Background: an optimization exercise with open tools, aiming at small area and a short achievable clock period. Do not read the settings as production practice.
The RTL was checked by simulation tests, not by an equivalence proof against the original design.
No activity file was given, so power comes from the tool's default toggle rates.

==> flow/design.v (excerpt) <==
module elidon_core(
  input         clock,
  input         reset,
  output [15:0] imem_addr,
  input  [15:0] imem_rdata,
  output [15:0] dmem_addr,
  output        dmem_read,
  output        dmem_write,
  output [15:0] dmem_wdata,
  input  [15:0] dmem_rdata
);
Settings: LEC_CHECK=0, ABC_AREA=1, CAP_MARGIN=20, CORE_MARGIN=2, CORE_UTILIZATION=60, CTS_BUF_LIST=sky130_fd_sc_hd__clkbuf_4 sky130_fd_sc_hd__clkbuf_8, CTS_CLUSTER_SIZE=30, SLEW_MARGIN=20; clock period 32.0 ns.
standard.sh (not shown) runs the stock make flow with config.mk's settings and CLKGATE_MAP_FILE= SYNTH_SCRIPT=/design/flow/synth_recipe.tcl, a recipe that flattens the netlist after the stock synthesis.
==> flow/flow/run.sh <==
#!/bin/bash
set -euo pipefail
cd "$(dirname "$0")/.."
bash standard.sh SETUP_SLACK_MARGIN=23 "BUFFER_PORTS_ARGS=-buffer_cell sky130_fd_sc_hd__buf_4" finish > standard_flow.log 2>&1
The first run finished clean.
Rerun with:
CORE_UTILIZATION = 40   (was 60)
Utilization goes down by 23 points.
Total power goes up by 1.3%.
First-iteration DRC count goes up by 4.9%.
Design area goes up by about 1.5%.
Wire length goes up by about 3.6%.
Setup slack improves by 0.013 ns.
Non-clock buffer count goes down by 14.
Die area goes up by about 50%.
Area after synthesis is unchanged.
Worst hold slack barely changes.
Rerun with:
==> flow/flow/run.sh (replaced) <==
#!/bin/bash
set -euo pipefail
cd "$(dirname "$0")/.."
bash standard.sh SETUP_SLACK_MARGIN=22 "BUFFER_PORTS_ARGS=-buffer_cell sky130_fd_sc_hd__buf_4" finish > standard_flow.log 2>&1
Result: The new run ran to the end with no violations. Sequential share of layout area came out higher by 1.1 points. Die area does not change. Wire length drops by 1.6%. Global-route usage came out lower by 0.21 points. Final area falls by 3.7%. Cell count is lower by 1.2%. Synthesized area does not change. Sequential cell count is unchanged. Clock power barely changes.
Rerun with:
==> flow/flow/run.sh (replaced) <==
#!/bin/bash
set -euo pipefail
cd "$(dirname "$0")/.."
bash standard.sh SETUP_SLACK_MARGIN=23 "BUFFER_PORTS_ARGS=-buffer_cell sky130_fd_sc_hd__buf_4" finish > standard_flow.log 2>&1
CTS_BUF_LIST = sky130_fd_sc_hd__clkbuf_8 sky130_fd_sc_hd__clkbuf_16   (was sky130_fd_sc_hd__clkbuf_4 sky130_fd_sc_hd__clkbuf_8)
CTS_CLUSTER_DIAMETER = 120   (was default)
Fmax climbs by 4.2%; synthesized cell count stays the same; worst setup slack gets better by 0.37 ns; hold slack stays flat; final area went up by 1.0%; global-route usage decreases by 0.27 points; area after synthesis stays the same; combinational power came out higher by 13%; die area does not change.

---

Another version of the RTL of elidon_core (not shown whole).
For scale: ~4800 cells after synthesis, about 510 flip-flops, roughly 84 I/O pins.
Design elidon_core, start of the top module:
module elidon_core(
  input         clock,
  input         reset,
  output [15:0] imem_addr,
  input  [15:0] imem_rdata,
  output [15:0] dmem_addr,
  output        dmem_read,
  output        dmem_write,
  output [15:0] dmem_wdata,
  input  [15:0] dmem_rdata
);
  reg  [15:0] pcReg;
  reg  [15:0] f_ins;
  reg  [15:0] f_rA;
  reg  [15:0] f_rB;
  reg         f_hitA;
  reg         f_hitB;
  reg  [15:0] w_last;
  reg  [255:0] rf;
  reg  [15:0] d_ins;
  reg  [15:0] d_rs1;
  reg  [15:0] d_rs2;
  reg  [15:0] d_tgt;
  reg  [7:0] d_rem;
  reg  [7:0] d_qhi;
  reg  [7:0] d_alo;
  reg  [15:0] d_ub;
  reg         d_sa;
  reg         d_sb;
  reg  [17:0] d_t3;
  reg  [15:0] e_res;
  reg         e_neg;
  reg         e_inc;
  reg  [15:0] e_rdsv;
  reg         e_wb;
  reg         e_st;
  reg         e_ld;
  reg  [15:0] m_wv;
  wire [3:0]  op = d_ins[15:12];
  wire        op_c = op == 4'hc;
  wire        op_d = op == 4'hd;
  wire        op_e = op == 4'he;
  wire        op_f = op == 4'hf;
  wire        rs1_zero = d_rs1 == 16'h0;
  wire        br_en = op_d | op_e | op_f | (op_c & rs1_zero);
  wire [15:0] br_pc = (op_d | op_e) ? d_rs1 : d_tgt;
  assign imem_addr = br_en ? br_pc : pcReg + 16'h2;
  always @(posedge clock) begin
    if (reset) pcReg <= 16'hfffe;
    else pcReg <= imem_addr;
    f_ins <= imem_rdata;
  end
  wire [3:0]  f_op = f_ins[15:12];
  wire [3:0]  ra = imem_rdata[15] ? imem_rdata[7:4] : imem_rdata[11:8];
  wire [3:0]  rb = imem_rdata[3:0];
  wire [15:0] rA = f_hitA ? w_last : f_rA;
  wire [15:0] rB = f_hitB ? w_last : f_rB;
  wire [15:0] wb_data = e_ld ? dmem_rdata : m_wv;
  wire [3:0]  wb_addr = e_rdsv[3:0];
  wire        wb_en = e_ld | e_wb;
  wire [15:0] wb_d = reset ? 16'h0 : wb_data;
  genvar gi;
  generate
    for (gi = 0; gi < 16; gi = gi + 1) begin : g_rf
      always @(posedge clock) begin
        if (reset | (wb_en & (wb_addr == gi))) rf[gi*16 +: 16] <= wb_d;
      end
    end
  endgenerate
  always @(posedge clock) begin
    f_rA   <= rf[ra*16 +: 16];
    f_rB   <= rf[rb*16 +: 16];
  ...
Settings: LEC_CHECK=0, ABC_AREA=1, CAP_MARGIN=20, CORE_MARGIN=2, CORE_UTILIZATION=40, CTS_BUF_LIST=sky130_fd_sc_hd__clkbuf_4 sky130_fd_sc_hd__clkbuf_8, CTS_CLUSTER_SIZE=30, SLEW_MARGIN=20; clock period 32.0 ns.
==> flow/flow/run.sh <==
#!/bin/bash
set -euo pipefail
cd "$(dirname "$0")/.."
bash standard.sh SETUP_SLACK_MARGIN=23 finish > standard_flow.log 2>&1
Next try:
==> flow/flow/run.sh (replaced) <==
#!/bin/bash
set -euo pipefail
cd "$(dirname "$0")/.."
bash standard.sh SETUP_SLACK_MARGIN=22 finish > standard_flow.log 2>&1
What happened: The new run finished with timing, DRC and antenna clean; clock power hardly moves; design area decreases by 7.4%; via count decreases by 4.1%; die area does not change; non-clock buffer count decreases by 194; worst hold slack stays flat; routed wire length decreases by 4.4%.

## static timing again, ports no longer ideal
The results above use ideal ports. As a check the final layouts listed here were re-extracted and re-timed, cells and wires unchanged. Step 1 (the two cells are an assumption about what drives the block):
set clk [get_ports {clock}]
set_driving_cell -lib_cell sky130_fd_sc_hd__clkbuf_16 $clk
set_driving_cell -lib_cell sky130_fd_sc_hd__buf_2 [delete_from_list [all_inputs] $clk]
Step 2, shift: input delay + t, output delay - t, t = (earliest + latest rising clock arrival at the registers) / 2. This alone moves slack from input paths to output paths. a / b / c = no drivers / after step 1 / after step 2; a / b = the first two.
run	shift t [ns]	setup WS [ns]	worst register clock-pin slew, ns
the first run of note 1	0.741	23.167 / 23.108 / 22.497	0.07 / 0.07
the second run of note 1	0.728	23.180 / 23.120 / 22.591	0.08 / 0.08
the third run of note 1	0.728	22.807 / 22.807 / 22.316	0.08 / 0.08
the fourth run of note 1	0.639	23.180 / 23.167 / 22.647	0.12 / 0.12
the first run of note 2	0.765	22.796 / 22.729 / 22.483	0.08 / 0.08
the second run of note 2	0.766	22.278 / 22.211 / 21.612	0.09 / 0.09
After both steps setup and hold are still met in every run listed. For the first run of note 1, which loses most, drivers alone change the setup slack by -0.059 ns; drivers and shift together by -0.670 ns.
